Source: an optimization exercise on an open RTL-to-GDS flow (aim: small area and a short achievable clock period). Production flows keep margins and buffers that such runs may drop.
Where RTL was checked, it was by simulation tests only, not by an equivalence proof against the original.
Only the layout flow was run in runs 1 to 3; the RTL was not checked for function there.
Power figures rest on the tool's default switching activity, not on a simulated workload.

**flow/constraint.sdc**
```tcl
create_clock -name core_clock -period 12.0 [get_ports {clock}]
set_input_delay 2.4000 -clock core_clock [delete_from_list [all_inputs] [get_ports {clock}]]
set_output_delay 2.4000 -clock core_clock [all_outputs]
set_load 0.01 [all_outputs]
```
**flow/design.v**
```verilog
module cpu(clock,rst,inputs,leds3,leds2,leds1,leds0,setButton,displayButton,executeButton,reset,LED4,LED9,LED0,LED8);
	input clock,rst,setButton,displayButton,executeButton,reset;
	input [7:0] inputs;
	output [1:7] leds3,leds2,leds1,leds0;
	output reg LED4,LED9,LED0;
	output LED8;
	assign LED8 = 1'b0;
	function [7:0] conv;
		input [7:0] x;
		reg [7:0] q, o;
		begin
			q = x / 8'd10;
			o = x - q * 8'd10;
			conv = {q[3:0], o[3:0]};
		end
	endfunction
	reg setButtonLast, pend;
	reg [1:0] Q;
	wire press = setButtonLast & ~setButton;
	wire consume = displayButton & pend;
	wire [1:0] Qn = consume ? Q + 2'd1 : Q;
	always @(posedge clock)
		if (rst) begin
			setButtonLast <= 1'b1;
			pend <= 1'b0;
			Q <= 2'd0;
		end else begin
			setButtonLast <= setButton;
			pend <= (pend & ~displayButton) ^ press;
			Q <= Qn;
		end
	reg [3:0] opCode;
	reg [2:0] regID1, regID2;
	reg [7:0] immValue;
	reg [7:0] immLast;    
	reg [3:0] viewLast;   
	always @(posedge clock) begin
		if (rst) begin
			opCode <= 0; regID1 <= 0; regID2 <= 0; immValue <= 0; LED0 <= 0;
		end else
			case (Q)
				2'd0: opCode <= inputs[3:0];
				2'd1: regID1 <= inputs[2:0];
				2'd2: regID2 <= inputs[2:0];
				2'd3: begin immValue <= inputs; LED0 <= (immValue == 8'd192); end
			endcase
		immLast <= immValue;
		case (Qn)
			2'd0: viewLast <= opCode;
			2'd1: viewLast <= {1'b0, regID1};
			default: viewLast <= {1'b0, regID2};
		endcase
	end
	reg instructionDone, wr;
	reg [3:0] slot;
	reg [17:0] mem0;
	always @(posedge clock)
		if (rst) begin
			instructionDone <= 0; wr <= 0; slot <= 0; mem0 <= 0;
		end else begin
			wr <= consume & (Q == 2'd3) & ~instructionDone;
			if (consume & (Q == 2'd3)) instructionDone <= 1'b1;
			else if (displayButton & ~pend & (Q == 2'd0)) instructionDone <= 1'b0;
			if (wr) begin
				if (slot == 4'd0) mem0 <= {opCode, regID1, regID2, immLast};
				slot <= reset ? 4'd0 : slot + 4'd1;
			end
		end
	reg execute;
	reg [7:0] r0,r1,r2,r3,r4,r5,r6,r7;
	wire [3:0] op = mem0[17:14];
	wire [2:0] ra = mem0[13:11], rb = mem0[10:8];
	wire [7:0] imm = mem0[7:0];
	reg [7:0] A, B;
	always @* begin
		case (ra)
			3'd0: A = r0; 3'd1: A = r1; 3'd2: A = r2; 3'd3: A = r3;
			3'd4: A = r4; 3'd5: A = r5; 3'd6: A = r6; default: A = r7;
		endcase
		case (rb)
			3'd0: B = r0; 3'd1: B = r1; 3'd2: B = r2; 3'd3: B = r3;
			3'd4: B = r4; 3'd5: B = r5; 3'd6: B = r6; default: B = r7;
		endcase
	end
	wire isSub = (op == 4'd1);
	wire isInc = (op == 4'd6);
	wire [7:0] sum = A + ((B & {8{~isInc}}) ^ {8{isSub}}) + {7'd0, isSub | isInc};
	wire binOp = (op == 4'd0) | (op == 4'd1) | (op == 4'd3) | (op == 4'd4) | (op == 4'd5);
	wire unOp = (op == 4'd2) | (op == 4'd6) | (op == 4'd7) | (op == 4'd8);
	wire mvOp = (op == 4'd12);
	wire ldOp = (op == 4'd10);
	reg [7:0] wd;
	reg [2:0] wa;
	always @* begin
		case (op)
			4'd0, 4'd1, 4'd6: wd = sum;
			4'd3: wd = A & B;
			4'd4: wd = A | B;
			4'd5: wd = A ^ B;
			4'd2: wd = ~A;
			4'd7: wd = {1'b0, A[7:1]};
			4'd8: wd = {A[6:0], 1'b0};
			4'd12: wd = A;
			default: wd = imm;
		endcase
		wa = binOp ? 3'd7 : unOp ? ra : mvOp ? rb : A[2:0];
	end
	wire ldOk = (A[7:3] == 5'd0) & (A[2:0] <= 3'd4) & (A[2:0] != ra) & (A[2:0] != rb);
	wire we = execute & ((binOp & (ra != 3'd7) & (rb != 3'd7)) | (unOp & (ra != rb)) | mvOp | (ldOp & ldOk));
	always @(posedge clock)
		if (rst) begin
			execute <= 0; LED9 <= 0;
			r0 <= 8'd2; r1 <= 8'd4; r2 <= 8'd44; r3 <= 0; r4 <= 0; r5 <= 0; r6 <= 0; r7 <= 8'd77;
		end else begin
			if (!executeButton) execute <= 1'b1;
			LED9 <= execute;
			if (we)
				case (wa)
					3'd0: r0 <= wd; 3'd1: r1 <= wd; 3'd2: r2 <= wd; 3'd3: r3 <= wd;
					3'd4: r4 <= wd; 3'd5: r5 <= wd; 3'd6: r6 <= wd; default: r7 <= wd;
				endcase
		end
	reg [7:0] displayReg;
	reg [7:0] dispDec;    
	reg rstLast;
	reg [7:0] S;
	always @* begin
		case (Q == 2'd2 ? regID2 : regID1)
			3'd0: S = r0; 3'd1: S = r1; 3'd2: S = r2; 3'd3: S = r3;
			3'd4: S = r4; 3'd5: S = r5; 3'd6: S = r6; default: S = r7;
		endcase
	end
	always @(posedge clock) begin
		if (rst) begin
			displayReg <= 0; LED4 <= 0;
		end else begin
			if (Q != 2'd0) displayReg <= S;
			LED4 <= (r0 == 8'd0);
		end
		dispDec <= conv(displayReg);
		rstLast <= rst;
	end
	localparam BLANK = 2'd0, OPV = 2'd1, REGV = 2'd2, DECV = 2'd3;
	reg [1:0] lm;
	reg [7:0] ld;
	always @(posedge clock)
		if (rst) lm <= BLANK;
		else if (!displayButton) begin
			lm <= rstLast ? BLANK : DECV;
			ld <= dispDec;
		end else if (!pend) begin
			lm <= rstLast ? BLANK : (Q == 2'd0) ? OPV : (Q == 2'd3) ? DECV : REGV;
			ld <= (Q == 2'd3) ? conv(immLast) : {4'd0, viewLast};
		end
	localparam [15:0] SEG1 = 16'h4812;
	localparam [15:0] SEG2 = 16'h8060;
	localparam [15:0] SEG3 = 16'h1004;
	localparam [15:0] SEG4 = 16'h4892;
	localparam [15:0] SEG5 = 16'heaba;
	localparam [15:0] SEG6 = 16'h388e;
	localparam [15:0] SEG7 = 16'h0c83;
	localparam [15:0] OP3_1 = 16'hffdf;
	localparam [15:0] OP3_2 = 16'hffff;
	localparam [15:0] OP3_3 = 16'hffff;
	localparam [15:0] OP3_4 = 16'hfbdf;
	localparam [15:0] OP3_5 = 16'hebdf;
	localparam [15:0] OP3_6 = 16'hfbdf;
	localparam [15:0] OP3_7 = 16'hefdf;
	localparam [15:0] OP2_1 = 16'h7bf4;
	localparam [15:0] OP2_2 = 16'h7bd6;
	localparam [15:0] OP2_3 = 16'h0b90;
	localparam [15:0] OP2_4 = 16'h9bfd;
	localparam [15:0] OP2_5 = 16'h8bd6;
	localparam [15:0] OP2_6 = 16'h9bd4;
	localparam [15:0] OP2_7 = 16'h8fd4;
	localparam [15:0] OP1_1 = 16'hfa7f;
	localparam [15:0] OP1_2 = 16'hfbfe;
	localparam [15:0] OP1_3 = 16'h6a00;
	localparam [15:0] OP1_4 = 16'h6c4c;
	localparam [15:0] OP1_5 = 16'h0980;
	localparam [15:0] OP1_6 = 16'h7a7f;
	localparam [15:0] OP1_7 = 16'h0802;
	localparam [15:0] OP0_1 = 16'h95ff;
	localparam [15:0] OP0_2 = 16'h71f6;
	localparam [15:0] OP0_3 = 16'h2bf0;
	localparam [15:0] OP0_4 = 16'h02b0;
	localparam [15:0] OP0_5 = 16'h0000;
	localparam [15:0] OP0_6 = 16'h9cfd;
	localparam [15:0] OP0_7 = 16'h1104;
	function [6:0] seg;   
		input [3:0] d;
		seg = {SEG1[d], SEG2[d], SEG3[d], SEG4[d], SEG5[d], SEG6[d], SEG7[d]};
	endfunction
	wire [3:0] o = ld[3:0];
	wire [27:0] opName = {OP3_1[o], OP3_2[o], OP3_3[o], OP3_4[o], OP3_5[o], OP3_6[o], OP3_7[o],
		OP2_1[o], OP2_2[o], OP2_3[o], OP2_4[o], OP2_5[o], OP2_6[o], OP2_7[o],
		OP1_1[o], OP1_2[o], OP1_3[o], OP1_4[o], OP1_5[o], OP1_6[o], OP1_7[o],
		OP0_1[o], OP0_2[o], OP0_3[o], OP0_4[o], OP0_5[o], OP0_6[o], OP0_7[o]};
	reg [27:0] view;
	always @*
		case (lm)
			BLANK: view = {28{1'b1}};
			OPV:   view = opName;
			REGV:  view = {7'b1111010, 7'b0110000, 7'b0000100, seg(ld[3:0])};
			default: view = {7'b0000001, (ld[7:4] >= 4'd10) ? 7'b1001111 : 7'b0000001, seg(ld[7:4]), seg(ld[3:0])};
		endcase
	assign {leds3, leds2, leds1, leds0} = view;
endmodule
```
**flow/run.sh**
```bash
#!/bin/bash
# synth_recipe.tcl (not shown) runs the flow's synth.tcl, then flattens the netlist and writes it again
# the make line also repeats each setting of config.mk as NAME=value (left out here)
make -C /OpenROAD-flow-scripts/flow DESIGN_CONFIG=/design/flow/config.mk WORK_HOME=/design/flow/orfs CLKGATE_MAP_FILE= SYNTH_SCRIPT=/design/flow/synth_recipe.tcl finish
```
**flow/config.mk**
```make
export PLATFORM = sky130hd
export DESIGN_NAME = cpu
export DESIGN_NICKNAME = cpu
export VERILOG_FILES = /design/flow/design.v
export SDC_FILE = /design/flow/constraint.sdc
export NUM_CORES = 4
export LEC_CHECK = 0
export ABC_AREA = 1
export CAP_MARGIN = 20
export CORE_MARGIN = 2
export CORE_UTILIZATION = 40
export SLEW_MARGIN = 20
```
==> out/results.txt, run 1 <==
status: complete, no violations
fin area: 11,100 um2
Nets: 1,577
CP Class: flip-flop to output pin
CTS buffer count: 17
worst setup margin: 6.90 ns
Clock Tree Buf Depth: 2
cell area after synthesis: 9810 um2
FFs w/ async S/R, synth: 0
initial detailed-routing violation count: 1,118
Yosys cell types: 50
diode count: 0
starting density of the core: 0.406
Die ar.: 25,800 um2
Skew-Pair Late Insertion Delay: 0.43 ns
Least-Margin Pin Slew: 1.11 ns
Routed Antenna Nets: 0
Port-buffer cells: 44
R2R Setup Slk: 7.50 ns
most common cell in the synthesized netlist: nand2_1
post-synth top area share: 0.296
Worst Hold Launch: displayReg[0]$_SDFFE_PP0N_
maxcap violations: 0
Vias/cell: 5.57
ys flop type: dfxtp_1
Final Skew: 0.0133 ns
share of cells above drive strength 1: 0.0497
fin crit period: 5.10 ns
area post-placement: 10,500 um2
largest family of logic cells by synthesized area: simple AND/OR/NAND/NOR gates
Max Slew Vio Count: 0
CTS resizes: 0
Tcrit/Tclk final: 0.425
hold path endpoint: dispDec[0]$_DFF_P_
CP max stage delay: 0.57 ns
crit path capture type: output pin
Vert. Die Dim: 161 um
synthesized-area fraction occupied by adder cells: 0.0617
CTS H-tree depth: 4
Rel. slew slack: 0.254
Yosys Warn Count: 1
Residual DRC: 0
CP dominant cell by count: o21ai_0
Rows: 57
hold depth: 0
Synth Net Count: 1,552
Largest Register: mem0
Syn Area/Cell: 6.57 um2
compound-gate portion of the synthesized area: 0.216
leakage: 4.79 nW
CP Max Fanout: 12
vias in the first global route: 9,442
Synth Area in Simple Gates: 0.280
setup_tns: 0 ns
max reg flops: 18
#FFs+latches synth: 153
clk slew on worst S/H paths: 0.06 ns
Initial DRT Pass Iterations: 6
die width: 161 um
hpwl dp: 24,600 um
total global routing overflow: 0
FILL cells: 2,496
post-layout util: 0.460
top post-synthesis cells by count: 311 x nand2_1, 201 x inv_1, 182 x nor2_1
crit path launch type: flip-flop
post-place setup slack: 7.38 ns
Final Wtd Congestion: 1.02
Synth Instances: 1,492
per-cell routed wire length: 17.8 um
Critical Path, Cell by Cell: clkinv_1 > nor2_1 > inv_1 > nand3_1 > o21ai_0 > o21ai_0 > clkdlybuf4s50_1
Clock Sink Count: 153
final wirelength: 33,000 um
io pins: 46
CP max stage cell: edfxtp_1
number of synthesized flops with an enable pin: 8
CORE AREA: 24,200 um2
unrepaired setup endpoints after global routing: no
Pwr Total: 1.31 mW
critical path arrival: 2.70 ns
setup bufs post-CTS: 0
routed vias: 10.3k
Root Buffer: clkbuf_16
first-pass GRT wire length: 52,100 um
CP Data Required Time: 9.60 ns
reg2reg end: r7[6]$_SDFFE_PP1P_
post-synthesis sequential area ratio: 0.320
Fmax: 196 MHz
endpoints failing hold: 0
top cells by area, synth: dfxtp_1 30%, nand2_1 12%, inv_1 7.7%
initial antenna violation count: 0
largest area contributor in the netlist: dfxtp_1
CP bufs+invs: 3
R2R depth: 25
Worst R2R Start: mem0[8]$_SDFFE_PP0P_
hold buffers post-CTS: 0
PwrDens: 118 nW/um2
Worst Hold Class: flip-flop to flip-flop
Max rail drop VDD: 0.0789 mV
P&R area growth vs syn: 13.4%
post-synthesis xor/xnor area fraction: 0.0170
Worst path top cell family by delay: buffers and inverters
largest net degree at the start of global routing: 73
Setup violations, final: 0
mux share of post-synthesis cell area: 0
CTS tree: yes
total track usage: 0.254
-- metrics by stage --
step | instances | hold WS [ns]
global route | 1854 | 0.365
detailed placement | 1822 | 0.351
CTS | 1854 | 0.358
floorplan | 1492 | 0.326
global placement | 1822 | 0.356
finish | 1854 | 0.357
-- how the worst max path moves through the flow --
stage	startpoint	end	slack, ns	cells past startpoint
after floorplan	ld[1]$_DFFE_PP_	leds2[4]	8.10	7
after global placement	ld[2]$_DFFE_PP_	leds2[4]	7.41	7
after detailed placement	ld[2]$_DFFE_PP_	leds2[4]	7.38	7
after CTS	ld[2]$_DFFE_PP_	leds2[4]	6.93	7
after global routing	ld[2]$_DFFE_PP_	leds2[4]	6.70	7
final	ld[2]$_DFFE_PP_	leds2[4]	6.90	7
-- cell type report --
class                      instances  area [um2]  share of cell area
clock buffer                      18         450              0.0405
clock inverter                    14         175              0.0158
inverter                         215         812              0.0730
multi-input combinational       1079        5650               0.508
sequential                       153        3140               0.283
tap                              324         405              0.0365
timing repair buffer              51         488              0.0439
-- cells in the final DEF (no fill, tap or decap), drive strengths merged --
master	Yosys	routed
nand4	11	11
o221ai	8	8
o21bai	1	1
clkdlybuf4s50	0	43
o211ai	24	24
inv	211	220
and2	1	1
nand3	112	112
conb	1	1
a211oi	13	13
a221oi	9	9
o22ai	72	72
a31oi	13	13
clkinvlp	0	1
a21boi	1	1
o2111ai	2	2
clkbuf	31	18
ha	42	42
clkinv	4	6
nor4	3	3
nand3b	1	1
a21oi	86	86
xor2	18	18
edfxtp	8	8
nor3b	1	1
o21ai	116	116
o311ai	2	2
nor3	19	19
o31ai	7	7
buf	14	8
o32ai	1	1
nand2	319	319
nor2	188	188
a22o	1	1
bufinv	0	2
fa	4	4
a21o	2	2
xnor2	1	1
dfxtp	145	145
-- report_power, final --
part	switching [mW]	leakage, nW	total [mW]	internal, mW
clock network	0.245	0.306	0.573	0.328
logic	0.117	3.22	0.185	0.0679
registers	0.0188	1.26	0.556	0.537
-- worst register-to-register path, cell delays in order, from the launching register on --
cell and delay, ns:
dfxtp_1 0.51, inv_1 0.15, nand3_1 0.32, o22ai_1 0.12, nor3_1 0.18, o221ai_1 0.20
nand2_1 0.18, nor2_1 0.07, xor2_1 0.18, fa_1 0.42, inv_1 0.08, fa_1 0.20
nor2_1 0.05, o21ai_0 0.15, nand2_1 0.10, nand2_1 0.08, nand2_1 0.05, a21oi_1 0.14
xor2_1 0.17, nor2_1 0.05, a211oi_1 0.17, nand2_1 0.07, nor2_1 0.28, inv_1 0.24
nand2_1 0.12, nand3_1 0.08
-- per-layer routing --
layer	GRT usage	up-vias	part of all wire	routed length [um]
met5	0	-	0	0
met4	0.0811	0	0.030	984
met3	0.0400	75	0.059	1930
met2	0.423	411	0.46	15300
met1	0.337	4811	0.45	14800
li1	-	5035	-	-
-- cell families after synthesis --
logic type | after synthesis
simple gates | 655
flops | 153
buf+inv | 260
other cells | 1
fa+ha+maj | 46
xor+xnor | 19
compound gates | 358
==> inputs of run 2 (changes only) <==
--- a/flow/design.v
+++ b/flow/design.v
@@ -140,18 +140,6 @@
 		dispDec <= conv(displayReg);
 		rstLast <= rst;
 	end
-	localparam BLANK = 2'd0, OPV = 2'd1, REGV = 2'd2, DECV = 2'd3;
-	reg [1:0] lm;
-	reg [7:0] ld;
-	always @(posedge clock)
-		if (rst) lm <= BLANK;
-		else if (!displayButton) begin
-			lm <= rstLast ? BLANK : DECV;
-			ld <= dispDec;
-		end else if (!pend) begin
-			lm <= rstLast ? BLANK : (Q == 2'd0) ? OPV : (Q == 2'd3) ? DECV : REGV;
-			ld <= (Q == 2'd3) ? conv(immLast) : {4'd0, viewLast};
-		end
 	localparam [15:0] SEG1 = 16'h4812;
 	localparam [15:0] SEG2 = 16'h8060;
 	localparam [15:0] SEG3 = 16'h1004;
@@ -191,18 +179,22 @@
 		input [3:0] d;
 		seg = {SEG1[d], SEG2[d], SEG3[d], SEG4[d], SEG5[d], SEG6[d], SEG7[d]};
 	endfunction
-	wire [3:0] o = ld[3:0];
+	wire [3:0] o = viewLast;
 	wire [27:0] opName = {OP3_1[o], OP3_2[o], OP3_3[o], OP3_4[o], OP3_5[o], OP3_6[o], OP3_7[o],
 		OP2_1[o], OP2_2[o], OP2_3[o], OP2_4[o], OP2_5[o], OP2_6[o], OP2_7[o],
 		OP1_1[o], OP1_2[o], OP1_3[o], OP1_4[o], OP1_5[o], OP1_6[o], OP1_7[o],
 		OP0_1[o], OP0_2[o], OP0_3[o], OP0_4[o], OP0_5[o], OP0_6[o], OP0_7[o]};
-	reg [27:0] view;
-	always @*
-		case (lm)
-			BLANK: view = {28{1'b1}};
-			OPV:   view = opName;
-			REGV:  view = {7'b1111010, 7'b0110000, 7'b0000100, seg(ld[3:0])};
-			default: view = {7'b0000001, (ld[7:4] >= 4'd10) ? 7'b1001111 : 7'b0000001, seg(ld[7:4]), seg(ld[3:0])};
-		endcase
-	assign {leds3, leds2, leds1, leds0} = view;
+	function [27:0] decView;
+		input [7:0] d;
+		decView = {7'b0000001, (d[7:4] >= 4'd10) ? 7'b1001111 : 7'b0000001, seg(d[7:4]), seg(d[3:0])};
+	endfunction
+	wire [27:0] regView = {7'b1111010, 7'b0110000, 7'b0000100, seg(viewLast)};
+	wire [27:0] normView = rstLast ? {28{1'b1}} : (Q == 2'd0) ? opName : (Q == 2'd3) ? decView(conv(immLast)) : regView;
+	wire [27:0] dispView = rstLast ? {28{1'b1}} : decView(dispDec);
+	reg [27:0] leds;
+	always @(posedge clock)
+		if (rst) leds <= {28{1'b1}};
+		else if (!displayButton) leds <= dispView;
+		else if (!pend) leds <= normView;
+	assign {leds3, leds2, leds1, leds0} = leds;
 endmodule
==> flow/flow/run.sh (new file) <==
#!/bin/bash
# Standard layout with fast port buffers and timing repair aimed at a short period.
set -uo pipefail
export BUFFER_PORTS_ARGS="-buffer_cell sky130_fd_sc_hd__buf_2"
export SETUP_SLACK_MARGIN=8.6
bash standard.sh > make.log 2>&1
==> flow/standard.sh (new file) <==
#!/bin/bash
# synth_recipe.tcl (not shown) runs the flow's synth.tcl, then flattens the netlist and writes it again
# the make line also repeats each setting of config.mk as NAME=value (left out here)
make -C /OpenROAD-flow-scripts/flow DESIGN_CONFIG=/design/flow/config.mk WORK_HOME=/design/flow/orfs CLKGATE_MAP_FILE= SYNTH_SCRIPT=/design/flow/synth_recipe.tcl "${@:-finish}"
removed: flow/run.sh
==> out/results.txt, run 2 <==
status: complete, no violations
initial detailed-routing violation count: 1,406
setup_tns: 0 ns
post-synth top area share: 0.311
post-layout util: 0.530
Yosys cell types: 59
cell area after synthesis: 10,900 um2
crit path capture type: flip-flop
hpwl dp: 25,900 um
CTS tree: yes
Initial DRT Pass Iterations: 7
Synth Net Count: 1,684
Port-buffer cells: 44
area post-placement: 11,400 um2
hold buffers post-CTS: 0
post-synthesis sequential area ratio: 0.311
Die ar.: 28,500 um2
unrepaired setup endpoints after global routing: yes
Synth Instances: 1,604
Max Slew Vio Count: 0
die width: 169 um
per-cell routed wire length: 18.7 um
FILL cells: 2,607
Yosys Warn Count: 1
Residual DRC: 0
maxcap violations: 0
CP Class: flip-flop to flip-flop
Clock Tree Buf Depth: 2
CP bufs+invs: 3
endpoints failing hold: 0
CTS H-tree depth: 4
share of cells above drive strength 1: 0.275
Fmax: 250 MHz
Skew-Pair Late Insertion Delay: 0.45 ns
total track usage: 0.260
Vert. Die Dim: 169 um
Tcrit/Tclk final: 0.333
Setup violations, final: 0
top post-synthesis cells by count: 279 x nand2_1, 223 x inv_1, 186 x nor2_1
ys flop type: dfxtp_1
Clock Sink Count: 169
number of synthesized flops with an enable pin: 0
Final Wtd Congestion: 0.935
#FFs+latches synth: 169
Rows: 60
Worst Hold Class: flip-flop to flip-flop
fin area: 14,200 um2
io pins: 46
total global routing overflow: 0
post-place setup slack: 7.42 ns
critical path arrival: 4.35 ns
final wirelength: 38,800 um
CTS buffer count: 17
initial antenna violation count: 0
first-pass GRT wire length: 59,000 um
Max rail drop VDD: 0.0741 mV
CP Data Required Time: 12.35 ns
CP Max Fanout: 8
Least-Margin Pin Slew: 0.887 ns
worst setup margin: 8.00 ns
CP dominant cell by count: nand2_1
CORE AREA: 26,800 um2
most common cell in the synthesized netlist: nand2_1
P&R area growth vs syn: 30.7%
Final Skew: 0.0198 ns
vias in the first global route: 10.9k
Multi-input gate area: 7610 um2
most frequent cells in the layout: 229 x nand2_1, 196 x inv_1, 158 x nor2_1
Rel. slew slack: 0.405
clk slew on worst S/H paths: 0.08 ns
Regs by FF count: leds (26), mem0 (18)
Vias/cell: 5.70
Routed Antenna Nets: 0
Largest Register: leds
Root Buffer: clkbuf_16
PwrDens: 116 nW/um2
max reg flops: 26
starting density of the core: 0.406
leakage: 6.01 nW
CP max stage delay: 0.53 ns
Nets: 1,798
Worst path top cell family by delay: simple AND/OR/NAND/NOR gates
Sequential Area: 3430 um2
fin crit period: 4.00 ns
Pwr Total: 1.65 mW
top cells by area, synth: dfxtp_1 31%, nand2_1 9.6%, inv_1 7.7%
crit path launch type: flip-flop
most common cell after layout, fill and taps aside: nand2_1
routed vias: 11.8k
diode count: 0
largest net degree at the start of global routing: 116
CP max stage cell: fa_2
Syn Area/Cell: 6.78 um2
largest area contributor in the netlist: dfxtp_1
FFs w/ async S/R, synth: 0
run 2: routing by layer:
layer / part of all wire / GRT usage / vias to the layer above
met1: 0.43 / 0.341 / 5540
met5: 0 / 0 / -
met3: 0.064 / 0.0365 / 114
li1: - / - / 5659
met2: 0.47 / 0.428 / 506
met4: 0.039 / 0.112 / 0
run 2: cells by family (layout without fill, tap and decap cells):
| family | count (synthesis) | after routing | synth area share |
|---|---|---|---|
| simple gates | 604 | 604 | 0.234 |
| compound gates | 448 | 448 | 0.250 |
| buf+inv | 293 | 420 | 0.107 |
| flops | 169 | 169 | 0.311 |
| fa+ha+maj | 66 | 66 | 0.0787 |
| xor+xnor | 23 | 23 | 0.0185 |
| other cells | 1 | 1 | 0.000345 |
run 2: timing repair:
item                                    in CTS  in global routing
buffers inserted                            65                 36
resized for setup                          183                181
endpoints found under the setup margin     147                 96
pin swaps                                   95                112
gates cloned                                 2                  1
run 2: worst reg2reg max path: cells and delay by family (launching register included):
| kind | cells | cell delay, ns |
|---|---|---|
| simple gates | 21 | 1.75 |
| fa+ha+maj | 3 | 0.97 |
| compound gates | 5 | 0.56 |
| flops | 1 | 0.41 |
| buf+inv | 3 | 0.21 |
run 2: path summary, 6_finish.rpt:
kind                            slack [ns]              endpoint                       start  cells after the start
worst max-delay path                  8.00  leds[0]$_SDFFE_PP1N_          immLast[7]$_DFF_P_                     32
worst min-delay path                  0.35    dispDec[0]$_DFF_P_  displayReg[0]$_SDFFE_PP0N_                      0
worst max register to register        8.00  leds[0]$_SDFFE_PP1N_          immLast[7]$_DFF_P_                     32
worst min register to register        0.35    dispDec[0]$_DFF_P_  displayReg[0]$_SDFFE_PP0N_                      0
run 2: final cells by class:
cell class	instances	area share
multi-input combinational	1142	0.536
sequential	169	0.241
timing repair buffer	151	0.0848
inverter	235	0.0654
tap	341	0.0300
clock buffer	17	0.0299
clock inverter	15	0.0125
timing repair inverter	2	0.000880
run 2: metrics by stage:
| step | hold WS, ns | cells |
|---|---|---|
| after floorplan | 0.326 | 1604 |
| after global placement | 0.333 | 1935 |
| after detailed placement | 0.335 | 1935 |
| after CTS | 0.351 | 2034 |
| after global routing | 0.368 | 2072 |
| final | 0.353 | 2072 |
run 2: power by group:
group / switching (mW) / internal, mW
clock network: 0.284 / 0.299
logic: 0.255 / 0.177
registers: 0.0385 / 0.593
total: 0.577 / 1.07
==> inputs of run 3 (changes only) <==
==> flow/run.sh (new file) <==
#!/bin/bash
# synth_recipe.tcl (not shown) runs the flow's synth.tcl, then flattens the netlist and writes it again
# the make line also repeats each setting of config.mk as NAME=value (left out here)
make -C /OpenROAD-flow-scripts/flow DESIGN_CONFIG=/design/flow/config.mk WORK_HOME=/design/flow/orfs CLKGATE_MAP_FILE= SYNTH_SCRIPT=/design/flow/synth_recipe.tcl finish
--- a/flow/config.mk
+++ b/flow/config.mk
@@ -9,4 +9,5 @@
 export CAP_MARGIN = 20
 export CORE_MARGIN = 2
 export CORE_UTILIZATION = 40
+export SETUP_SLACK_MARGIN = 5
 export SLEW_MARGIN = 20
removed: flow/flow/run.sh
removed: flow/standard.sh
==> out/results.txt, run 3 <==
Synth Instances: 1,604
endpoints failing hold: 0
Synth Net Count: 1,684
cell area after synthesis: 10,900 um2
Syn Area/Cell: 6.78 um2
Max rail drop VDD: 0.0751 mV
#FFs+latches synth: 169
Yosys cell types: 59
Vert. Die Dim: 169 um
setup bufs post-CTS: 0
Vias/cell: 5.53
CP max stage delay: 0.49 ns
hold depth: 0
R2R Setup Slk: 6.69 ns
Top Metal Used: met4
first-pass GRT wire length: 54,900 um
FFs w/ async S/R, synth: 0
post-synth top area share: 0.311
Largest Register: leds
CP Max Fanout: 11
CTS H-tree depth: 4
Final Skew: 0.0144 ns
Nets: 1,696
Port-buffer cells: 44
per-cell routed wire length: 17.4 um
Pwr Total: 1.51 mW
Clock Tree Buf Depth: 2
maxcap violations: 0
initial antenna violation count: 0
Routed Antenna Nets: 0
Initial DRT Pass Iterations: 5
reg2reg end: leds[6]$_SDFFE_PP1N_
Max Slew Vio Count: 0
Worst path top cell family by delay: simple AND/OR/NAND/NOR gates
io pins: 46
status: complete, no violations
P&R area growth vs syn: 11.1%
Setup violations, final: 0
CP max stage cell: fa_1
fin area: 12,100 um2
metal2 WL: 15,800 um
clk slew on worst S/H paths: 0.07 ns
unrepaired setup endpoints after global routing: no
initial detailed-routing violation count: 1,033
Residual DRC: 0
leakage: 5.25 nW
final wirelength: 34,300 um
post-synthesis sequential area ratio: 0.311
share of cells above drive strength 1: 0.0479
routed vias: 10.9k
Clock Sink Count: 169
Regs by FF count: leds (26), mem0 (18)
CP Class: flip-flop to flip-flop
area post-placement: 11,500 um2
worst setup margin: 6.69 ns
Worst Hold Class: flip-flop to flip-flop
crit path capture type: flip-flop
CP Data Required Time: 12.33 ns
total track usage: 0.243
Final Wtd Congestion: 0.978
post-place setup slack: 6.75 ns
fin crit period: 5.31 ns
number of synthesized flops with an enable pin: 0
Least-Margin Pin Slew: 0.972 ns
CORE AREA: 26,800 um2
largest area contributor in the netlist: dfxtp_1
diode count: 0
setup_tns: 0 ns
DRT met1 WL: 16,000 um
most common cell after layout, fill and taps aside: nand2_1
ys flop type: dfxtp_1
CTS buffer count: 17
Die ar.: 28,500 um2
top post-synthesis cells by count: 279 x nand2_1, 223 x inv_1, 186 x nor2_1
most frequent cells in the layout: 279 x nand2_1, 222 x inv_1, 186 x nor2_1
CP dominant cell by count: nand2_1
crit path launch type: flip-flop
hpwl dp: 25,200 um
total global routing overflow: 0
Root Buffer: clkbuf_16
largest net degree at the start of global routing: 116
Fmax: 188 MHz
PwrDens: 125 nW/um2
hold path endpoint: dispDec[0]$_DFF_P_
hold buffers post-CTS: 0
CTS resizes: 0
most common cell in the synthesized netlist: nand2_1
vias in the first global route: 10.2k
WL met3: 1510 um
Rows: 60
Rel. slew slack: 0.349
critical path arrival: 5.65 ns
Yosys Warn Count: 1
die width: 169 um
max reg flops: 26
top cells by area, synth: dfxtp_1 31%, nand2_1 9.6%, inv_1 7.7%
Tcrit/Tclk final: 0.443
CTS tree: yes
Worst Hold Launch: displayReg[0]$_SDFFE_PP0N_
CP bufs+invs: 5
R2R depth: 34
starting density of the core: 0.406
Worst R2R Start: immLast[7]$_DFF_P_
Skew-Pair Late Insertion Delay: 0.45 ns
## run 3: kinds of logic (layout without fill, tap and decap cells)
| group | Yosys count | count (layout) | synth area share |
|---|---|---|---|
| AND/OR/NAND/NOR | 604 | 604 | 0.234 |
| AO/OA/AOI/OAI | 448 | 448 | 0.250 |
| XOR/XNOR | 23 | 23 | 0.0185 |
| adder cells (fa/ha/maj) | 66 | 66 | 0.0787 |
| buffers and inverters | 293 | 318 | 0.107 |
| flip-flops | 169 | 169 | 0.311 |
| other | 1 | 1 | 0.000345 |
## run 3: layout make-up
cell class | instances | area, um2
timing repair buffer | 51 | 497
fill | 2819 | 14700
tap | 341 | 427
sequential | 169 | 3380
clock buffer | 19 | 453
clock inverter | 13 | 111
multi-input combinational | 1142 | 6330
inverter | 235 | 882
## run 3: report_power, final
part | switching [mW] | total (mW) | internal (mW)
sequential | 0.0364 | 0.631 | 0.594
combinational | 0.211 | 0.335 | 0.124
clock | 0.260 | 0.542 | 0.282
total | 0.508 | 1.51 | 1.00
## run 3: worst max path at each step
stage                           endpoint  cells after the start                from
floorplan           leds[0]$_SDFFE_PP1N_                     32  immLast[7]$_DFF_P_
finish              leds[6]$_SDFFE_PP1N_                     34  immLast[7]$_DFF_P_
global placement    leds[6]$_SDFFE_PP1N_                     34  immLast[7]$_DFF_P_
detailed placement  leds[3]$_SDFFE_PP1N_                     34  immLast[7]$_DFF_P_
global route        leds[3]$_SDFFE_PP1N_                     34  immLast[7]$_DFF_P_
CTS                 leds[3]$_SDFFE_PP1N_                     34  immLast[7]$_DFF_P_
## run 3: metrics by stage
stage / util / hold WS, ns / instances
floorplan: - / 0.326 / 1604
global placement: 0.430 / 0.335 / 1938
detailed placement: 0.430 / 0.336 / 1938
CTS: 0.451 / 0.350 / 1970
global route: 0.451 / 0.368 / 1970
finish: 0.451 / 0.353 / 1970
## run 3: layer usage
| metal | vias up | track usage |
|---|---|---|
| met4 | 0 | 0.0821 |
| met5 | - | 0 |
| met1 | 5055 | 0.323 |
| met2 | 318 | 0.401 |
| met3 | 65 | 0.0381 |
| li1 | 5447 | - |
==> inputs of run 4 (changes only) <==
--- a/flow/design.v
+++ b/flow/design.v
@@ -33,6 +33,7 @@
 	reg [2:0] regID1, regID2;
 	reg [7:0] immValue;
 	reg [7:0] immLast;    
+	reg [7:0] immDec;     
 	reg [3:0] viewLast;   
 	always @(posedge clock) begin
 		if (rst) begin
@@ -45,6 +46,7 @@
 				2'd3: begin immValue <= inputs; LED0 <= (immValue == 8'd192); end
 			endcase
 		immLast <= immValue;
+		immDec <= conv(immValue);
 		case (Qn)
 			2'd0: viewLast <= opCode;
 			2'd1: viewLast <= {1'b0, regID1};
@@ -66,17 +68,21 @@
 				slot <= reset ? 4'd0 : slot + 4'd1;
 			end
 		end
+	reg [7:0] S;
+	always @* begin
+		case (Q == 2'd2 ? regID2 : regID1)
+			3'd0: S = r0; 3'd1: S = r1; 3'd2: S = r2; 3'd3: S = r3;
+			3'd4: S = r4; 3'd5: S = r5; 3'd6: S = r6; default: S = r7;
+		endcase
+	end
 	reg execute;
 	reg [7:0] r0,r1,r2,r3,r4,r5,r6,r7;
 	wire [3:0] op = mem0[17:14];
 	wire [2:0] ra = mem0[13:11], rb = mem0[10:8];
 	wire [7:0] imm = mem0[7:0];
-	reg [7:0] A, B;
+	reg [7:0] A;
+	reg [7:0] B;
 	always @* begin
-		case (ra)
-			3'd0: A = r0; 3'd1: A = r1; 3'd2: A = r2; 3'd3: A = r3;
-			3'd4: A = r4; 3'd5: A = r5; 3'd6: A = r6; default: A = r7;
-		endcase
 		case (rb)
 			3'd0: B = r0; 3'd1: B = r1; 3'd2: B = r2; 3'd3: B = r3;
 			3'd4: B = r4; 3'd5: B = r5; 3'd6: B = r6; default: B = r7;
@@ -111,7 +117,10 @@
 		if (rst) begin
 			execute <= 0; LED9 <= 0;
 			r0 <= 8'd2; r1 <= 8'd4; r2 <= 8'd44; r3 <= 0; r4 <= 0; r5 <= 0; r6 <= 0; r7 <= 8'd77;
-		end else begin
+			A <= 8'd2;
+		end else begin
+			if (wr & (slot == 4'd0)) A <= (we & (wa == regID1)) ? wd : S;
+			else if (we & unOp) A <= wd;
 			if (!executeButton) execute <= 1'b1;
 			LED9 <= execute;
 			if (we)
@@ -123,13 +132,6 @@
 	reg [7:0] displayReg;
 	reg [7:0] dispDec;    
 	reg rstLast;
-	reg [7:0] S;
-	always @* begin
-		case (Q == 2'd2 ? regID2 : regID1)
-			3'd0: S = r0; 3'd1: S = r1; 3'd2: S = r2; 3'd3: S = r3;
-			3'd4: S = r4; 3'd5: S = r5; 3'd6: S = r6; default: S = r7;
-		endcase
-	end
 	always @(posedge clock) begin
 		if (rst) begin
 			displayReg <= 0; LED4 <= 0;
@@ -189,12 +191,13 @@
 		decView = {7'b0000001, (d[7:4] >= 4'd10) ? 7'b1001111 : 7'b0000001, seg(d[7:4]), seg(d[3:0])};
 	endfunction
 	wire [27:0] regView = {7'b1111010, 7'b0110000, 7'b0000100, seg(viewLast)};
-	wire [27:0] normView = rstLast ? {28{1'b1}} : (Q == 2'd0) ? opName : (Q == 2'd3) ? decView(conv(immLast)) : regView;
+	wire [27:0] normView = rstLast ? {28{1'b1}} : (Q == 2'd0) ? opName : (Q == 2'd3) ? decView(immDec) : regView;
 	wire [27:0] dispView = rstLast ? {28{1'b1}} : decView(dispDec);
 	reg [27:0] leds;
 	always @(posedge clock)
 		if (rst) leds <= {28{1'b1}};
 		else if (!displayButton) leds <= dispView;
 		else if (!pend) leds <= normView;
-	assign {leds3, leds2, leds1, leds0} = leds;
+	assign leds3 = {leds[27:26], leds[26], leds[24:23], leds[24], leds[21]};
+	assign {leds2, leds1, leds0} = leds[20:0];
 endmodule
==> flow/flow/run.sh (new file) <==
#!/bin/bash
# Standard layout with fast port buffers and timing repair aimed at a short period.
set -uo pipefail
export BUFFER_PORTS_ARGS="-buffer_cell sky130_fd_sc_hd__buf_2"
export SETUP_SLACK_MARGIN=8.6
bash standard.sh > make.log 2>&1
==> flow/standard.sh (new file) <==
#!/bin/bash
# synth_recipe.tcl (not shown) runs the flow's synth.tcl, then flattens the netlist and writes it again
# the make line also repeats each setting of config.mk as NAME=value (left out here)
make -C /OpenROAD-flow-scripts/flow DESIGN_CONFIG=/design/flow/config.mk WORK_HOME=/design/flow/orfs CLKGATE_MAP_FILE= SYNTH_SCRIPT=/design/flow/synth_recipe.tcl "${@:-finish}"
--- a/flow/config.mk
+++ b/flow/config.mk
@@ -9,5 +9,4 @@
 export CAP_MARGIN = 20
 export CORE_MARGIN = 2
 export CORE_UTILIZATION = 40
-export SETUP_SLACK_MARGIN = 5
 export SLEW_MARGIN = 20
removed: flow/run.sh
==> out/results.txt, run 4 <==
Max Slew Vio Count: 0
largest net degree at the start of global routing: 113
Rel. slew slack: 0.476
post-synth top area share: 0.334
Worst Hold Launch: displayReg[0]$_SDFFE_PP0N_
unrepaired setup endpoints after global routing: yes
largest area contributor in the netlist: dfxtp_1
Vert. Die Dim: 170 um
Vias/cell: 5.64
Yosys cell types: 61
routed vias: 11.0k
maxcap violations: 0
Regs by FF count: leds (26), mem0 (18)
most frequent cells in the layout: 198 x inv_1, 194 x nand2_1, 174 x dfxtp_1
CP max stage cell: dfxtp_4
CP max stage delay: 0.41 ns
crit path launch type: flip-flop
FFs w/ async S/R, synth: 0
Die ar.: 28,900 um2
Initial DRT Pass Iterations: 6
Tcrit/Tclk final: 0.292
Final Wtd Congestion: 1.01
die width: 170 um
status: complete, no violations
worst hold margin: 0.348 ns
Setup violations, final: 0
Root Buffer: clkbuf_16
Max rail drop VDD: 0.0720 mV
Worst R2R Start: mem0[8]$_SDFFE_PP0P_
cell area after synthesis: 11,000 um2
clk slew on worst S/H paths: 0.08 ns
Critical Path Start: mem0[8]$_SDFFE_PP0P_
io pins: 46
Critical Path, Cell by Cell: clkinvlp_4 > nand3_4 > o22ai_2 > nor3_2 > o221ai_2 > o21ai_2 > nor2_1 > xor2_1 > fa_2 > inv_2 > fa_2 > buf_4 > nor2_2 > nor2_1 > a221oi_2 > nand3_2 > inv_4 > nand2_1 > nand2_1 > a21oi_1
critical path arrival: 3.81 ns
FILL cells: 2,705
Residual DRC: 0
hold path endpoint: dispDec[0]$_DFF_P_
setup_tns: 0 ns
Synth Net Count: 1,634
R2R Setup Slk: 8.50 ns
CTS H-tree depth: 4
total global routing overflow: 0
Sequential Area: 3710 um2
leakage: 5.23 nW
ys flop type: dfxtp_1
Routed Antenna Nets: 0
Final Skew: 0.0164 ns
first-pass GRT wire length: 53,600 um
R2R depth: 20
top cells by area, synth: dfxtp_1 33%, o21ai_0 7.9%, nand2_1 7.4%
CP Class: flip-flop to flip-flop
hold depth: 0
most common cell in the synthesized netlist: nand2_1
crit path capture type: flip-flop
Clock Sink Count: 184
total track usage: 0.235
endpoints failing hold: 0
initial antenna violation count: 0
per-cell routed wire length: 17.5 um
Skew-Pair Late Insertion Delay: 0.45 ns
final wirelength: 34,200 um
Nets: 1,681
Worst Hold Class: flip-flop to flip-flop
reg2reg end: A[2]$_SDFFE_PP0P_
Syn Area/Cell: 7.09 um2
Clock Tree Buf Depth: 2
CTS buffer count: 17
top post-synthesis cells by count: 217 x nand2_1, 214 x inv_1, 184 x dfxtp_1
starting density of the core: 0.408
Port-buffer cells: 44
CORE AREA: 27,000 um2
#FFs+latches synth: 184
vias in the first global route: 10.1k
share of cells above drive strength 1: 0.180
Multi-input gate area: 6590 um2
hpwl dp: 24,300 um
Least-Margin Pin Slew: 0.784 ns
CP Max Fanout: 7
Yosys Warn Count: 1
max reg flops: 26
Synth Instances: 1,556
post-synthesis sequential area ratio: 0.334
Rows: 60
most common cell after layout, fill and taps aside: inv_1
CP Data Required Time: 12.31 ns
CTS tree: yes
PwrDens: 122 nW/um2
Largest Register: leds
initial detailed-routing violation count: 1,001
hold buffers post-CTS: 0
P&R area growth vs syn: 16.2%
Fmax: 286 MHz
fin crit period: 3.50 ns
number of synthesized flops with an enable pin: 0
diode count: 0
## run 4: cell count changes after synthesis, moves of 10 or more
cell / previous run / this run
o21ai_1: 7 / 18
o21ai_0: 144 / 175
nor2_4: 0 / 10
o22ai_1: 68 / 44
nand2_1: 279 / 217
a21oi_1: 108 / 160
dfxtp_1: 169 / 184
nor2_1: 186 / 109
a211oi_1: 21 / 9
nand3_1: 72 / 89
## run 4: cell type report
cell class / instances / area share
Timing Repair inverter: 2 / 0.000977
Multi-Input combinational cell: 1081 / 0.514
Clock buffer: 22 / 0.0370
Sequential cell: 184 / 0.290
Inverter: 233 / 0.0712
Timing Repair Buffer: 84 / 0.0442
Clock inverter: 7 / 0.00928
Tap cell: 341 / 0.0333
## run 4: worst max path at each step
stage	end	slack (ns)	depth (start not counted)
2_1_floorplan	A[4]$_SDFFE_PP0P_	8.64	23
3_3_place_gp	mem0[9]$_SDFFE_PP0P_	7.40	5
3_5_place_dp	mem0[9]$_SDFFE_PP0P_	7.42	5
4_1_cts	r4[6]$_SDFFE_PP0P_	8.51	25
5_1_grt	r4[6]$_SDFFE_PP0P_	8.33	25
6_report	A[2]$_SDFFE_PP0P_	8.50	20
## run 4: per-layer routing
layer | GRT usage | part of all wire
met1 | 0.306 | 0.44
met2 | 0.374 | 0.45
met3 | 0.0363 | 0.057
met4 | 0.129 | 0.051
met5 | 0 | 0
## run 4: power by group
part | leakage [nW] | total, mW | internal, mW | switching (mW)
logic | 3.44 | 0.295 | 0.107 | 0.188
registers | 1.50 | 0.684 | 0.642 | 0.0420
clock network | 0.285 | 0.584 | 0.341 | 0.242
## run 4: kinds of logic after synthesis
group	Yosys count	share of synthesized area
AO/OA/AOI/OAI	503	0.266
AND/OR/NAND/NOR	493	0.204
buffers and inverters	292	0.106
flip-flops	184	0.334
adder cells (fa/ha/maj)	64	0.0754
XOR/XNOR	19	0.0151
other	1	0.000340
## run 4: metrics by stage
step                      power (mW)  worst slack [ns]  instance area, um2  instances  utilization
after global routing            1.65              8.33               12800       1954        0.474
final                           1.56              8.50               12800       1954        0.474
after floorplan                0.888              8.64               11000       1556            -
after detailed placement       0.969              7.42               11400       1886        0.422
after CTS                       1.55              8.51               12400       1937        0.458
after global placement         0.967              7.40               11400       1886        0.422
## run 4: worst max-delay path, delay by kind of cell, from the launching register on
| kind | cells | cell delay (ns) |
|---|---|---|
| XOR/XNOR | 1 | 0.17 |
| AO/OA/AOI/OAI | 5 | 0.69 |
| AND/OR/NAND/NOR | 8 | 0.98 |
| adder cells (fa/ha/maj) | 2 | 0.58 |
| buffers and inverters | 4 | 0.53 |
| flip-flops | 1 | 0.41 |
## run 4: timing repair
| item | in CTS | in global routing |
|---|---|---|
| gates cloned | 2 | 1 |
| resized for setup | 62 | 89 |
| pin swaps | 10 | 26 |
| buffers inserted | 20 | 16 |
| setup endpoints to repair | 149 | 78 |
==> inputs of run 5 (changes only) <==
==> flow/flow/run.sh (replaced) <==
#!/bin/bash
# Layout flow: the standard synthesis, its combinational logic re-mapped with a
# stronger ABC script (flip-flops kept, equivalence proven, else the standard
# netlist is used), then the standard layout with buf_2 port buffers and timing
# repair aimed at a short clock period.
set -uo pipefail
export BUFFER_PORTS_ARGS="-buffer_cell sky130_fd_sc_hd__buf_2"
export SETUP_SLACK_MARGIN=8.6
R=orfs/results/${FLOW_PLATFORM}/cpu/base
bash standard.sh synth > make_synth.log 2>&1 || exit 1
cp $R/1_2_yosys.v std_synth.v
if yosys -c flow/resyn.tcl > resyn.log 2>&1 && yosys -c flow/equiv.tcl > equiv.log 2>&1 && grep -q '^RESYN_EQUIV_OK' equiv.log; then
  cp resyn.v $R/1_2_yosys.v
  rm -f $R/1_synth.odb
  echo "using re-mapped netlist" > resyn_used.txt
else
  echo "using standard netlist" > resyn_used.txt
fi
bash standard.sh > make.log 2>&1
==> flow/flow/deep.abc (new file) <==
strash
&get -n
&deepsyn -T 30
&put
dch -f
amap
topo
==> flow/flow/equiv.tcl (new file) <==
# Proves resyn.v equivalent to std_synth.v (same flip-flops, paired by name).
set lib $::env(FLOW_HOME)/platforms/sky130hd/lib/sky130_fd_sc_hd__tt_025C_1v80.lib
yosys read_liberty -ignore_miss_func $lib
yosys read_verilog std_synth.v
yosys rename cpu gold
yosys read_verilog resyn.v
yosys rename cpu gate
yosys hierarchy -check
yosys flatten gold gate
yosys opt_clean
yosys equiv_make gold gate equiv
yosys hierarchy -top equiv
yosys equiv_simple
yosys equiv_induct
yosys equiv_status -assert
puts "RESYN_EQUIV_OK"
==> flow/flow/resyn.tcl (new file) <==
# Re-maps the combinational logic of the standard synthesis (std_synth.v) with a
# stronger ABC script; flip-flops and tie cells are kept as they are, by name.
set lib $::env(FLOW_HOME)/platforms/sky130hd/lib/sky130_fd_sc_hd__tt_025C_1v80.lib
yosys read_liberty -ignore_miss_func $lib
yosys read_verilog std_synth.v
yosys hierarchy -top cpu
yosys setattr -mod -set keep_hierarchy 1 sky130_fd_sc_hd__dfxtp_* sky130_fd_sc_hd__edfxtp_* sky130_fd_sc_hd__conb_1
yosys flatten
yosys opt_clean
yosys opt -fast
yosys abc -script flow/deep.abc -liberty $lib -dont_use sky130_fd_sc_hd__probe_p_8 -dont_use sky130_fd_sc_hd__probec_p_8 -dont_use *lpflow*
yosys opt_clean -purge
yosys hilomap -singleton -hicell sky130_fd_sc_hd__conb_1 HI -locell sky130_fd_sc_hd__conb_1 LO
yosys splitnets
yosys opt_clean -purge
yosys insbuf -buf sky130_fd_sc_hd__buf_4 A X
yosys tee -o resyn_stat.txt stat -liberty $lib
yosys select -module cpu
yosys write_verilog -noattr -noexpr -selected resyn.v
==> out/results.txt, run 5 <==
Least-Margin Pin Slew: 1.38 ns
Clk pwr share: 0.392
Vias/cell: 6.10
Logic pwr share: 0.130
hpwl dp: 21,600 um
clk slew on worst S/H paths: 0.07 ns
Vert. Die Dim: 151 um
fin area: 11,000 um2
vias in the first global route: 8,400
per-cell routed wire length: 20.5 um
Synth Instances: 1,140
CP Class: flip-flop to flip-flop
initial antenna violation count: 0
first-pass GRT wire length: 47,500 um
worst hold margin: 0.352 ns
Max Slew Vio Count: 0
Net Sw Frac: 0.284
Worst R2R Start: mem0[10]$_SDFFE_PP0P_
fin crit period: 4.19 ns
CTS H-tree depth: 4
CTS buffer count: 17
Worst Hold Class: flip-flop to flip-flop
area post-placement: 9320 um2
net load switching power: 0.384 mW
unrepaired setup endpoints after global routing: yes
Routed Antenna Nets: 0
Critical Path Start: mem0[10]$_SDFFE_PP0P_
Rel. slew slack: 0.0713
hold buffers post-CTS: 0
Pwr Total: 1.35 mW
crit path capture type: flip-flop
Pint: 0.968 mW
Largest Register: leds
routed vias: 9,279
endpoints failing hold: 0
critical path arrival: 4.45 ns
Synth Net Count: 1,154
Clock Sink Count: 184
most common cell after layout, fill and taps aside: dfxtp_1
PwrDens: 123 nW/um2
Root Buffer: clkbuf_16
die width: 151 um
Flop pwr share: 0.478
CORE AREA: 21,200 um2
crit path launch type: flip-flop
cell area after synthesis: 8690 um2
Setup violations, final: 0
Final Wtd Congestion: 1.02
Yosys Warn Count: 1
Tcrit/Tclk final: 0.349
Nets: 1,246
Skew-Pair Late Insertion Delay: 0.43 ns
final wirelength: 31,100 um
maxcap violations: 0
Residual DRC: 0
Final Skew: 0.0107 ns
Initial DRT Pass Iterations: 8
max reg flops: 26
setup_tns: 0 ns
total global routing overflow: 0
Clock Tree Buf Depth: 2
CP Max Fanout: 6
CP max stage cell: dfxtp_4
CP max stage delay: 0.39 ns
Die ar.: 22,900 um2
Syn Area/Cell: 7.62 um2
largest net degree at the start of global routing: 25
P&R area growth vs syn: 26.6%
CTS tree: yes
most frequent cells in the layout: 177 x dfxtp_1, 156 x clkinv_1, 155 x o22ai_1
Regs by FF count: leds (26), mem0 (18)
Max rail drop VDD: 0.0819 mV
Worst Hold Launch: immValue[4]$_SDFFE_PP0P_
status: complete, no violations
Port-buffer cells: 44
Critical Path, Cell by Cell: buf_4 > nand3_4 > buf_4 > o22ai_1 > nor4_4 > clkinv_1 > o22ai_1 > nand2_1 > o21ai_0 > nor2_2 > a21oi_2 > nor2_2 > a21oi_2 > nor2_2 > a21oi_2 > nor2_1 > a21oi_2 > o21ai_2 > o311ai_4 > o2111ai_4 > o21ai_4 > a311oi_1
total track usage: 0.271
starting density of the core: 0.411
Fmax: 239 MHz
share of cells above drive strength 1: 0.214
leakage: 3.71 nW
io pins: 46
Rows: 53
CP Data Required Time: 12.27 ns
initial detailed-routing violation count: 945
diode count: 0
CP dominant cell by count: a21oi_2
[run 5: power groups by stage]
stage / Combinational [mW] / Sequential [mW] / Clock [mW]
floorplan: 0.117 / 0.656 / 0
global placement: 0.159 / 0.660 / 0
detailed placement: 0.157 / 0.660 / 0
CTS: 0.165 / 0.646 / 0.540
global route: 0.191 / 0.649 / 0.565
finish: 0.175 / 0.646 / 0.529
[run 5: repair_timing]
action	in CTS	in global routing
buffers inserted	31	18
endpoints found under the setup margin	124	83
cloned	4	1
pin swaps	27	19
gates resized for setup	83	70
[run 5: area by class of cell]
type / count / area (um2)
fillers: 1995 / 10100
multi-input cells: 747 / 4930
flip-flops and latches: 184 / 3700
inverters: 185 / 792
repair buffers: 96 / 679
clock buffers: 21 / 460
well taps: 275 / 344
clock inverters: 11 / 91.3
repair inverters: 1 / 8.76
[run 5: stage by stage]
step / util / setup slack, ns / cells
3_5_place_dp: 0.441 / 7.70 / 1434
3_3_place_gp: 0.441 / 7.70 / 1434
6_report: 0.520 / 7.81 / 1520
4_1_cts: 0.497 / 8.01 / 1501
2_1_floorplan: - / 8.40 / 1140
5_1_grt: 0.520 / 7.63 / 1520
[run 5: worst paths after layout]
kind | endpoint | depth (start not counted) | slack (ns)
worst min register to register | immLast[4]$_DFF_P_ | 0 | 0.35
worst min-delay path | immLast[4]$_DFF_P_ | 0 | 0.35
worst max-delay path | A[7]$_SDFFE_PP0P_ | 22 | 7.81
worst max register to register | A[7]$_SDFFE_PP0P_ | 22 | 7.81
[run 5: metal layers]
layer / part of all wire / routed length (um) / track usage
met5: 0 / 0 / 0
met4: 0.051 / 1590 / 0.107
met3: 0.089 / 2760 / 0.0506
met2: 0.43 / 13400 / 0.415
met1: 0.43 / 13400 / 0.377
[run 5: worst max-delay path, delay by kind of cell, from the launching register on]
kind                   cells  cell delay [ns]
AO/OA/AOI/OAI             12             2.23
AND/OR/NAND/NOR            7             0.96
flip-flops                 1             0.39
buffers and inverters      3             0.45
==> inputs of run 6 (changes only) <==
==> flow/flow/deep.abc (replaced) <==
strash
&get -n
&deepsyn -T 30
&put
dch -f
map -D 1500
topo
==> out/results.txt, run 6 <==
CP Data Required Time: 9.60 ns
Logic pwr share: 0.114
Largest Register: leds
CP bufs+invs: 1
DRT met1 WL: 13,000 um
Clk pwr share: 0.418
per-cell routed wire length: 18.7 um
Least-Margin Pin Slew: 0.802 ns
most common cell after layout, fill and taps aside: clkinv_1
hold buffers post-CTS: 0
metal2 WL: 14,300 um
Pint: 0.994 mW
Vert. Die Dim: 155 um
Worst R2R Start: mem0[9]$_SDFFE_PP0P_
largest net degree at the start of global routing: 55
Worst path top cell family by delay: flip-flops
Root Buffer: clkbuf_16
worst setup margin: 8.67 ns
most frequent cells in the layout: 209 x clkinv_1, 180 x dfxtp_1, 160 x nand2_1
R2R Setup Slk: 8.72 ns
status: complete, no violations
CP max stage cell: dfxtp_1
Top Metal Used: met4
critical path arrival: 0.93 ns
initial antenna violation count: 0
share of cells above drive strength 1: 0.147
maxcap violations: 0
reg2reg end: r2[7]$_SDFFE_PP0P_
Regs by FF count: leds (26), mem0 (18)
Tcrit/Tclk final: 0.278
Synth Net Count: 1,294
diode count: 0
Final Skew: 0.0152 ns
Residual DRC: 0
P&R area growth vs syn: 19.2%
Setup violations, final: 0
Die ar.: 24,100 um2
crit path launch type: flip-flop
setup_tns: 0 ns
Port-buffer cells: 44
Net Sw Frac: 0.277
post-place setup slack: 7.59 ns
endpoints failing hold: 0
CTS H-tree depth: 4
fin area: 10,900 um2
total track usage: 0.254
max reg flops: 26
Clock Sink Count: 184
CP Max Fanout: 2
net load switching power: 0.381 mW
Flop pwr share: 0.468
vias in the first global route: 8,795
CORE AREA: 22,500 um2
io pins: 46
R2R depth: 15
Syn Area/Cell: 7.14 um2
Synth Instances: 1,280
CTS buffer count: 17
starting density of the core: 0.406
unrepaired setup endpoints after global routing: yes
area post-placement: 9720 um2
cell area after synthesis: 9130 um2
Rel. slew slack: 0.460
hold depth: 0
Nets: 1,365
PwrDens: 126 nW/um2
Yosys Warn Count: 1
Worst Hold Launch: displayReg[0]$_SDFFE_PP0N_
Worst Hold Class: flip-flop to flip-flop
Initial DRT Pass Iterations: 8
first-pass GRT wire length: 47,800 um
fin crit period: 3.33 ns
routed vias: 9,496
CTS tree: yes
Clock Tree Buf Depth: 2
Rows: 55
die width: 155 um
Max Slew Vio Count: 0
WL met3: 2080 um
Routed Antenna Nets: 0
Critical Path, Cell by Cell: buf_2
Max rail drop VDD: 0.0837 mV
Final Wtd Congestion: 0.960
Fmax: 300 MHz
clk slew on worst S/H paths: 0.07 ns
CP max stage delay: 0.35 ns
crit path capture type: output pin
total global routing overflow: 0
Vias/cell: 5.76
initial detailed-routing violation count: 903
Skew-Pair Late Insertion Delay: 0.45 ns
FILL cells: 2,261
hold path endpoint: dispDec[0]$_DFF_P_
leakage: 3.91 nW
hpwl dp: 22,900 um
CP Class: flip-flop to output pin
final wirelength: 30,900 um
-- run 6: layout make-up --
class | instances | area (um2) | area share
Clock buffer | 20 | 447 | 0.0410
Clock inverter | 12 | 141 | 0.0130
Inverter | 225 | 918 | 0.0844
Multi-Input combinational cell | 844 | 4820 | 0.443
Sequential cell | 184 | 3700 | 0.340
Tap cell | 285 | 357 | 0.0328
Timing Repair Buffer | 79 | 508 | 0.0467
-- run 6: worst max path at each step --
stage / startpoint / to / slack, ns / depth (start not counted)
finish: leds[0]$_SDFFE_PP1N_ / leds0[7] / 8.67 / 1
global route: mem0[8]$_SDFFE_PP0P_ / r1[7]$_SDFFE_PP0P_ / 8.55 / 14
detailed placement: displayButton / wr$_SDFF_PP0_ / 7.59 / 7
global placement: displayButton / wr$_SDFF_PP0_ / 7.58 / 7
floorplan: displayButton / leds[14]$_SDFFE_PP1N_ / 8.47 / 6
CTS: displayButton / leds[0]$_SDFFE_PP1N_ / 8.60 / 11
-- run 6: power by group through the flow --
stage               Combinational [mW]  Clock [mW]  Sequential (mW)
floorplan                        0.111           0            0.654
global placement                 0.148           0            0.657
detailed placement               0.147           0            0.657
CTS                              0.150       0.582            0.642
global route                     0.173       0.606            0.645
finish                           0.157       0.575            0.643
-- run 6: stage by stage --
step	std cells	total power, mW	hold slack, ns	util
floorplan	1280	0.765	0.331	-
global placement	1588	0.805	0.339	0.432
detailed placement	1588	0.804	0.341	0.432
CTS	1634	1.38	0.355	0.470
global route	1649	1.42	0.366	0.484
finish	1649	1.37	0.355	0.484
-- run 6: per-layer routing --
metal	vias up	global-route usage
li1	4647	-
met3	98	0.0499
met4	0	0.127
met5	-	0
met1	4343	0.319
met2	408	0.418
-- run 6: timing repair --
| action | CTS | global route |
|---|---|---|
| pin swaps | 4 | 7 |
| setup buffers | 14 | 14 |
| resized for setup | 38 | 49 |
| cloned | 0 | 1 |
| endpoints found under the setup margin | 128 | 71 |
==> inputs of run 7 (changes only) <==
--- a/flow/design.v
+++ b/flow/design.v
@@ -89,44 +89,49 @@
 		endcase
 	end
 	wire isSub = (op == 4'd1);
-	wire isInc = (op == 4'd6);
-	wire [7:0] sum = A + ((B & {8{~isInc}}) ^ {8{isSub}}) + {7'd0, isSub | isInc};
 	wire binOp = (op == 4'd0) | (op == 4'd1) | (op == 4'd3) | (op == 4'd4) | (op == 4'd5);
 	wire unOp = (op == 4'd2) | (op == 4'd6) | (op == 4'd7) | (op == 4'd8);
 	wire mvOp = (op == 4'd12);
 	wire ldOp = (op == 4'd10);
-	reg [7:0] wd;
-	reg [2:0] wa;
-	always @* begin
+	wire [7:0] sum = A + (B ^ {8{isSub}}) + {7'd0, isSub};
+	reg [7:0] wdBin;
+	always @*
+		case (op[2:0])
+			3'd3: wdBin = A & B;
+			3'd4: wdBin = A | B;
+			3'd5: wdBin = A ^ B;
+			default: wdBin = sum;
+		endcase
+	reg [7:0] wdNb;
+	always @*
 		case (op)
-			4'd0, 4'd1, 4'd6: wd = sum;
-			4'd3: wd = A & B;
-			4'd4: wd = A | B;
-			4'd5: wd = A ^ B;
-			4'd2: wd = ~A;
-			4'd7: wd = {1'b0, A[7:1]};
-			4'd8: wd = {A[6:0], 1'b0};
-			4'd12: wd = A;
-			default: wd = imm;
-		endcase
-		wa = binOp ? 3'd7 : unOp ? ra : mvOp ? rb : A[2:0];
-	end
+			4'd2: wdNb = ~A;
+			4'd6: wdNb = A + 8'd1;
+			4'd7: wdNb = {1'b0, A[7:1]};
+			4'd8: wdNb = {A[6:0], 1'b0};
+			4'd12: wdNb = A;
+			default: wdNb = imm;
+		endcase
+	wire [2:0] waNb = unOp ? ra : mvOp ? rb : A[2:0];
 	wire ldOk = (A[7:3] == 5'd0) & (A[2:0] <= 3'd4) & (A[2:0] != ra) & (A[2:0] != rb);
-	wire we = execute & ((binOp & (ra != 3'd7) & (rb != 3'd7)) | (unOp & (ra != rb)) | mvOp | (ldOp & ldOk));
+	wire weBin = execute & binOp & (ra != 3'd7) & (rb != 3'd7);
+	wire weNb = execute & ((unOp & (ra != rb)) | mvOp | (ldOp & ldOk));
 	always @(posedge clock)
 		if (rst) begin
 			execute <= 0; LED9 <= 0;
 			r0 <= 8'd2; r1 <= 8'd4; r2 <= 8'd44; r3 <= 0; r4 <= 0; r5 <= 0; r6 <= 0; r7 <= 8'd77;
 			A <= 8'd2;
 		end else begin
-			if (wr & (slot == 4'd0)) A <= (we & (wa == regID1)) ? wd : S;
-			else if (we & unOp) A <= wd;
+			if (wr & (slot == 4'd0))
+				A <= (weBin & (regID1 == 3'd7)) ? wdBin : (weNb & (waNb == regID1)) ? wdNb : S;
+			else if (weNb & unOp) A <= wdNb;
 			if (!executeButton) execute <= 1'b1;
 			LED9 <= execute;
-			if (we)
-				case (wa)
-					3'd0: r0 <= wd; 3'd1: r1 <= wd; 3'd2: r2 <= wd; 3'd3: r3 <= wd;
-					3'd4: r4 <= wd; 3'd5: r5 <= wd; 3'd6: r6 <= wd; default: r7 <= wd;
+			if (weBin) r7 <= wdBin;
+			if (weNb)
+				case (waNb)
+					3'd0: r0 <= wdNb; 3'd1: r1 <= wdNb; 3'd2: r2 <= wdNb; 3'd3: r3 <= wdNb;
+					3'd4: r4 <= wdNb; 3'd5: r5 <= wdNb; 3'd6: r6 <= wdNb; default: r7 <= wdNb;
 				endcase
 		end
 	reg [7:0] displayReg;
==> out/results.txt, run 7 <==
Routed Antenna Nets: 0
vias in the first global route: 8,768
area post-placement: 9760 um2
endpoints failing hold: 0
Root Buffer: clkbuf_16
Synth Net Count: 1,302
fin area: 10,700 um2
CORE AREA: 22,600 um2
starting density of the core: 0.408
initial antenna violation count: 0
die width: 156 um
CP Data Required Time: 12.30 ns
Regs by FF count: leds (26), mem0 (18)
P&R area growth vs syn: 16.1%
Vias/cell: 5.92
Cells after DPL: 1,597
per-cell routed wire length: 19.5 um
Syn Area/Cell: 7.17 um2
Tcrit/Tclk final: 0.283
Yosys Warn Count: 1
Final Wtd Congestion: 0.959
CTS H-tree depth: 4
Clock Sink Count: 184
fin crit period: 3.39 ns
first-pass GRT wire length: 49,400 um
Die ar.: 24,300 um2
unrepaired setup endpoints after global routing: yes
setup_tns: 0 ns
most common cell after layout, fill and taps aside: clkinv_1
Clock Tree Buf Depth: 2
Final Skew: 0.0105 ns
Setup violations, final: 0
crit path capture type: flip-flop
post-place setup slack: 7.24 ns
final std cells w/o fill: 1,638
Rel. slew slack: 0.206
worst setup margin: 8.61 ns
most frequent cells in the layout: 183 x clkinv_1, 177 x dfxtp_1, 168 x nand2_1
CTS buffer count: 17
share of cells above drive strength 1: 0.129
maxcap violations: 0
status: complete, no violations
Least-Margin Pin Slew: 1.19 ns
io pins: 46
Max Slew Vio Count: 0
critical path arrival: 3.69 ns
cell area after synthesis: 9240 um2
hpwl dp: 23,800 um
clk slew on worst S/H paths: 0.07 ns
Port-buffer cells: 44
Initial DRT Pass Iterations: 5
max reg flops: 26
Nets: 1,354
CTS tree: yes
Rows: 55
Vert. Die Dim: 156 um
routed vias: 9,694
CP Class: primary input to flip-flop
largest net degree at the start of global routing: 56
Fmax: 295 MHz
Residual DRC: 0
CP Max Fanout: 25
leakage: 3.83 nW
final wirelength: 31,900 um
PwrDens: 132 nW/um2
Max rail drop VDD: 0.0940 mV
Skew-Pair Late Insertion Delay: 0.44 ns
Synth Instances: 1,288
total global routing overflow: 0
crit path launch type: primary input
diode count: 0
Largest Register: leds
initial detailed-routing violation count: 994
Worst Hold Class: flip-flop to flip-flop
total track usage: 0.262
hold buffers post-CTS: 0
run 7: path summary, 6_finish.rpt:
kind                              startpoint                 end  slack, ns  cells past startpoint
hold reg to reg   displayReg[0]$_SDFFE_PP0N_  dispDec[0]$_DFF_P_       0.36                      0
setup reg to reg             Q[1]$_SDFF_PP0_   A[6]$_SDFFE_PP0P_       8.70                     13
setup / recovery                         rst  r5[3]$_SDFFE_PP0P_       8.61                      5
hold / removal    displayReg[0]$_SDFFE_PP0N_  dispDec[0]$_DFF_P_       0.36                      0
run 7: stage by stage:
step	total power [mW]	utilization	hold WS, ns
after floorplan	0.762	-	0.331
after global placement	0.799	0.431	0.350
after detailed placement	0.799	0.431	0.347
after CTS	1.41	0.466	0.360
after global routing	1.46	0.474	0.363
final	1.41	0.474	0.359
run 7: layout make-up:
| class | count | area [um2] |
|---|---|---|
| inverter | 200 | 801 |
| timing repair buffer | 61 | 364 |
| sequential | 184 | 3690 |
| tap | 285 | 357 |
| clock buffer | 17 | 425 |
| fill | 2261 | 11900 |
| clock inverter | 15 | 214 |
| multi-input combinational | 876 | 4860 |
run 7: report_power, final:
part	switching (mW)	leakage (nW)	internal, mW	total, mW
clock network	0.264	0.304	0.354	0.619
logic	0.104	2.02	0.0467	0.151
registers	0.0147	1.50	0.631	0.645
run 7: routing by layer:
layer / vias to the layer above / wire, um / global-route usage
met3: 43 / 2560 / 0.0514
met1: 4520 / 14400 / 0.364
met4: 0 / 719 / 0.0786
li1: 4700 / - / -
met2: 431 / 14200 / 0.413
met5: - / 0 / 0
run 7: critical path: stages:
cell     delay [ns]
buf_6          0.18
nor3_1         0.31
nand2_1        0.40
nand2_1        0.28
o22ai_1        0.10
run 7: repair_timing:
item                       4_1_cts  5_1_grt
setup endpoints to repair      154       88
resized for setup               35       39
setup buffers                    5        4
pin swaps                        4        4
hold endpoints to repair         0        0

-- static timing again, ports no longer ideal --
The flow's constraints put no driver on any port. The routed layouts listed below were extracted and timed again, unchanged, in two steps. Step 1 assumes that a clkbuf_16 drives the clock port and a buf_2 every other input. Step 2, shift: input delay + t, output delay - t, t = (earliest + latest rising clock arrival at the registers) / 2. This alone moves slack from input paths to output paths. a / b / c = ideal ports / drivers / drivers and shift; a / b = the first two.
run | shift t [ns] | setup slack, ns | worst setup path after step 2 | latest minus earliest clock arrival (ns) | slew at the worst register clock pin (ns)
run 1 | 0.477 | 6.901 / 6.851 / 7.328 | register to output | 0.015 / 0.014 | 0.07 / 0.07
run 2 | 0.493 | 8.005 / 8.005 / 8.005 | register to register | 0.021 / 0.022 | 0.09 / 0.09
run 3 | 0.486 | 6.685 / 6.685 / 6.685 | register to register | 0.015 / 0.015 | 0.08 / 0.08
run 4 | 0.486 | 8.499 / 8.499 / 8.232 | input to register | 0.016 / 0.017 | 0.08 / 0.08
run 5 | 0.471 | 7.812 / 7.812 / 7.812 | register to register | 0.011 / 0.010 | 0.07 / 0.07
run 6 | 0.491 | 8.668 / 8.621 / 8.199 | input to register | 0.016 / 0.015 | 0.08 / 0.08
run 7 | 0.481 | 8.608 / 8.625 / 8.144 | input to register | 0.010 / 0.011 | 0.08 / 0.08
After both steps setup and hold are still met in every run listed. For run 6, which loses most, drivers alone change the setup slack by -0.047 ns; drivers and shift together by -0.469 ns.
